Source: an optimization exercise on an open RTL-to-GDS flow (aim: a short achievable clock period and few clock cycles per item). Production flows keep margins and buffers that such runs may drop.
No activity file was given, so power comes from the tool's default toggle rates.

==> module ks_adder, before the edit <==
module ks_adder(a, b, sum, cout);
    parameter W = 8;
    input [W-1:0] a, b;
    output [W-1:0] sum;
    output cout;
    localparam L = $clog2(W);
    wire [W-1:0] g [0:L];
    wire [W-1:0] p [0:L];
    assign g[0] = a & b;
    assign p[0] = a ^ b;
    genvar i, k;
    generate
        for (k = 0; k < L; k = k + 1) begin : lvl
            for (i = 0; i < W; i = i + 1) begin : bi
                if (i >= (1 << k)) begin : comb
                    assign g[k+1][i] = g[k][i] | (p[k][i] & g[k][i - (1 << k)]);
                    assign p[k+1][i] = p[k][i] & p[k][i - (1 << k)];
                end
                else begin : thru
                    assign g[k+1][i] = g[k][i];
                    assign p[k+1][i] = p[k][i];
                end
            end
        end
    endgenerate
    assign sum = p[0] ^ {g[L][W-2:0], 1'b0};
    assign cout = g[L][W-1];
endmodule
==> module raytracer, before the edit <==
module raytracer(clock, reset,
                 start, pos_x, pos_y, angle,
                 grid_x, grid_y, grid_out,
                 room, push, push_cell, push_vert);
    input clock;
    input reset;
    input start;
    input [13:0] pos_x;
    input [12:0] pos_y;
    input [7:0] angle;
    output [5:0] grid_x;
    output [4:0] grid_y;
    input [2:0] grid_out;
    input room;                  
    output push;                 
    output [2:0] push_cell;      
    output push_vert;            
    reg [13:0] p0x;
    reg [12:0] p0y;
    reg running;
    reg [6:0] ncols;             
    reg okr;                     
    reg [7:0] an;
    reg [6:0] rx, ry, rnx, rny;
    reg rw0, rw1;
    wire [6:0] rom_x, rom_y, rom_nx, rom_ny;
    wire rom_w0, rom_w1;
    bytian_to_vector btv0 (.r(an[5:0]), .px(rom_x), .py(rom_y), .nx(rom_nx), .ny(rom_ny),
                           .w0(rom_w0), .w1(rom_w1));
    reg [6:0] ndx, ndy;
    reg nwide;
    always @(*) begin
        case (an[7:6])
            2'd0: begin ndx = rx;  ndy = ry;  end
            2'd1: begin ndx = ry;  ndy = rnx; end
            2'd2: begin ndx = rnx; ndy = rny; end
            default: begin ndx = rny; ndy = rx; end
        endcase
        nwide = an[6] ? rw1 : rw0;
    end
    reg act;                     
    reg [6:0] dx, dy;
    reg wide;
    reg [13:0] px;
    reg [12:0] py;
    reg [5:0] ptx;               
    reg [4:0] pty;
    reg rv;
    reg [2:0] gq;
    reg exq, eyq;
    wire [5:0] tx;
    wire [4:0] ty;
    coordinate_to_grid ctg0 (.coord_x(px), .coord_y(py), .grid_x(tx), .grid_y(ty));
    assign grid_x = tx;
    assign grid_y = ty;
    wire [13:0] nx;
    wire [12:0] ny;
    wire ncx, ncy;
    ks_adder #(.W(14)) addx (.a(px), .b({{7{dx[6]}}, dx}), .sum(nx), .cout(ncx));
    ks_adder #(.W(13)) addy (.a(py), .b({{6{dy[6]}}, dy}), .sum(ny), .cout(ncy));
    wire hit = rv & (gq != 3'd0);
    wire cstart = okr & (~act | hit);
    assign push = hit;
    assign push_cell = gq;
    assign push_vert = (exq & ~eyq) | (wide & ~(exq ^ eyq));
    always @(posedge clock) begin
        rx <= rom_x;
        ry <= rom_y;
        rnx <= rom_nx;
        rny <= rom_ny;
        rw0 <= rom_w0;
        rw1 <= rom_w1;
        gq <= grid_out;
        exq <= tx != ptx;
        eyq <= ty != pty;
        if (cstart) begin
            px <= p0x;
            py <= p0y;
            ptx <= p0x[13:8];
            pty <= p0y[12:8];
            dx <= ndx;
            dy <= ndy;
            wide <= nwide;
        end
        else begin
            px <= nx;
            py <= ny;
            ptx <= tx;
            pty <= ty;
        end
        if (reset) begin
            running <= 1'b0;
            act <= 1'b0;
            rv <= 1'b0;
            okr <= 1'b0;
        end
        else if (start) begin
            p0x <= pos_x;
            p0y <= pos_y;
            an <= angle + 8'd176;
            running <= 1'b1;
            ncols <= 7'd0;
            act <= 1'b0;
            rv <= 1'b0;
            okr <= 1'b0;
        end
        else begin
            if (cstart) begin
                an <= an + 8'd1;
                ncols <= ncols + 7'd1;
            end
            act <= cstart | (act & ~hit);
            rv <= act & ~hit;
            okr <= running & (ncols != 7'd120) & room;
        end
    end
endmodule
export LEC_CHECK = 0
export ABC_CLOCK_PERIOD_IN_PS = 1800
export CAP_MARGIN = 20
export CORE_MARGIN = 2
export CORE_UTILIZATION = 40
export PLACE_DENSITY = 0.6
export SETUP_SLACK_MARGIN = 2.7
export SLEW_MARGIN = 20
export SYNTH_MEMORY_MAX_BITS = 16384
create_clock -name core_clock -period 4.5 [get_ports {clock}]
run.sh (not shown) runs the stock make flow with config.mk's settings and CLKGATE_MAP_FILE= SYNTH_SCRIPT=/design/flow/synth_recipe.tcl, a recipe that flattens the netlist after the stock synthesis.
Next try:
--- a/flow/design.v
+++ b/flow/design.v
@@ -6,34 +6,6 @@
     assign grid_x = coord_x[13:8];
     assign grid_y = coord_y[12:8];
 endmodule
-module ks_adder(a, b, sum, cout);
-    parameter W = 8;
-    input [W-1:0] a, b;
-    output [W-1:0] sum;
-    output cout;
-    localparam L = $clog2(W);
-    wire [W-1:0] g [0:L];
-    wire [W-1:0] p [0:L];
-    assign g[0] = a & b;
-    assign p[0] = a ^ b;
-    genvar i, k;
-    generate
-        for (k = 0; k < L; k = k + 1) begin : lvl
-            for (i = 0; i < W; i = i + 1) begin : bi
-                if (i >= (1 << k)) begin : comb
-                    assign g[k+1][i] = g[k][i] | (p[k][i] & g[k][i - (1 << k)]);
-                    assign p[k+1][i] = p[k][i] & p[k][i - (1 << k)];
-                end
-                else begin : thru
-                    assign g[k+1][i] = g[k][i];
-                    assign p[k+1][i] = p[k][i];
-                end
-            end
-        end
-    endgenerate
-    assign sum = p[0] ^ {g[L][W-2:0], 1'b0};
-    assign cout = g[L][W-1];
-endmodule
 module bytian_to_vector(r, px, py, nx, ny, w0, w1);
     input [5:0] r;
     output reg [6:0] px, py, nx, ny;
@@ -163,11 +135,16 @@
     coordinate_to_grid ctg0 (.coord_x(px), .coord_y(py), .grid_x(tx), .grid_y(ty));
     assign grid_x = tx;
     assign grid_y = ty;
-    wire [13:0] nx;
-    wire [12:0] ny;
-    wire ncx, ncy;
-    ks_adder #(.W(14)) addx (.a(px), .b({{7{dx[6]}}, dx}), .sum(nx), .cout(ncx));
-    ks_adder #(.W(13)) addy (.a(py), .b({{6{dy[6]}}, dy}), .sum(ny), .cout(ncy));
+    wire [8:0] sumx = {1'b0, px[7:0]} + {1'b0, dx[6], dx};
+    wire [8:0] sumy = {1'b0, py[7:0]} + {1'b0, dy[6], dy};
+    wire [7:0] nlx = sumx[7:0];
+    wire [7:0] nly = sumy[7:0];
+    wire [5:0] tx_inc = tx + 6'd1;
+    wire [5:0] tx_dec = tx - 6'd1;
+    wire [4:0] ty_inc = ty + 5'd1;
+    wire [4:0] ty_dec = ty - 5'd1;
+    wire [5:0] nhx = (sumx[8] == dx[6]) ? tx : (sumx[8] ? tx_inc : tx_dec);
+    wire [4:0] nhy = (sumy[8] == dy[6]) ? ty : (sumy[8] ? ty_inc : ty_dec);
     wire hit = rv & (gq != 3'd0);
     wire cstart = okr & (~act | hit);
     assign push = hit;
@@ -193,8 +170,8 @@
             wide <= nwide;
         end
         else begin
-            px <= nx;
-            py <= ny;
+            px <= {nhx, nlx};
+            py <= {nhy, nly};
             ptx <= tx;
             pty <= ty;
         end
Effect: Clock power decreases by a few percent. Die area decreases slightly. Setup slack loses 990 ps. Maximum frequency decreases by a quarter to a third. Synthesized cell count decreases by a few percent. Count of clock-buffer cells in the layout increases by 8. Power decreases slightly. Hold slack barely changes. Combinational power stays flat. Cell area decreases by a few percent. Sequential power stays flat. Clock skew decreases by 4.3 ps. Via count decreases by a few percent. Utilization decreases by 0.46 points.
Function was not checked in any run of this note: the RTL went through the layout flow alone.

re-timing with driven ports:
Ports are ideal in the flow. The routed layouts listed here were re-timed in OpenROAD. Step 1: set_driving_cell puts a clkbuf_16 on clock and a buf_2 on each other input, an assumption about the parent block. Step 2 times the ports against the registers' clock, not the clock port: input delays grow and output delays shrink by t, the midpoint of the rising clock arrivals with the driver on. a / b / c = ideal / step 1 / step 2; a / b = the first two.
run	t (ns)	slack for setup (ns)	worst setup path after step 2	clock arrival spread, ns
the first run	0.561	2.534 / 2.534 / 2.211	input to register	0.026 / 0.025
the second run	0.553	1.547 / 1.547 / 1.547	register to register	0.019 / 0.019
After both steps setup and hold are still met in every run listed. The setup slack of the first run, which loses most, moves by 0.000 ns with the drivers and by -0.323 ns with both steps.
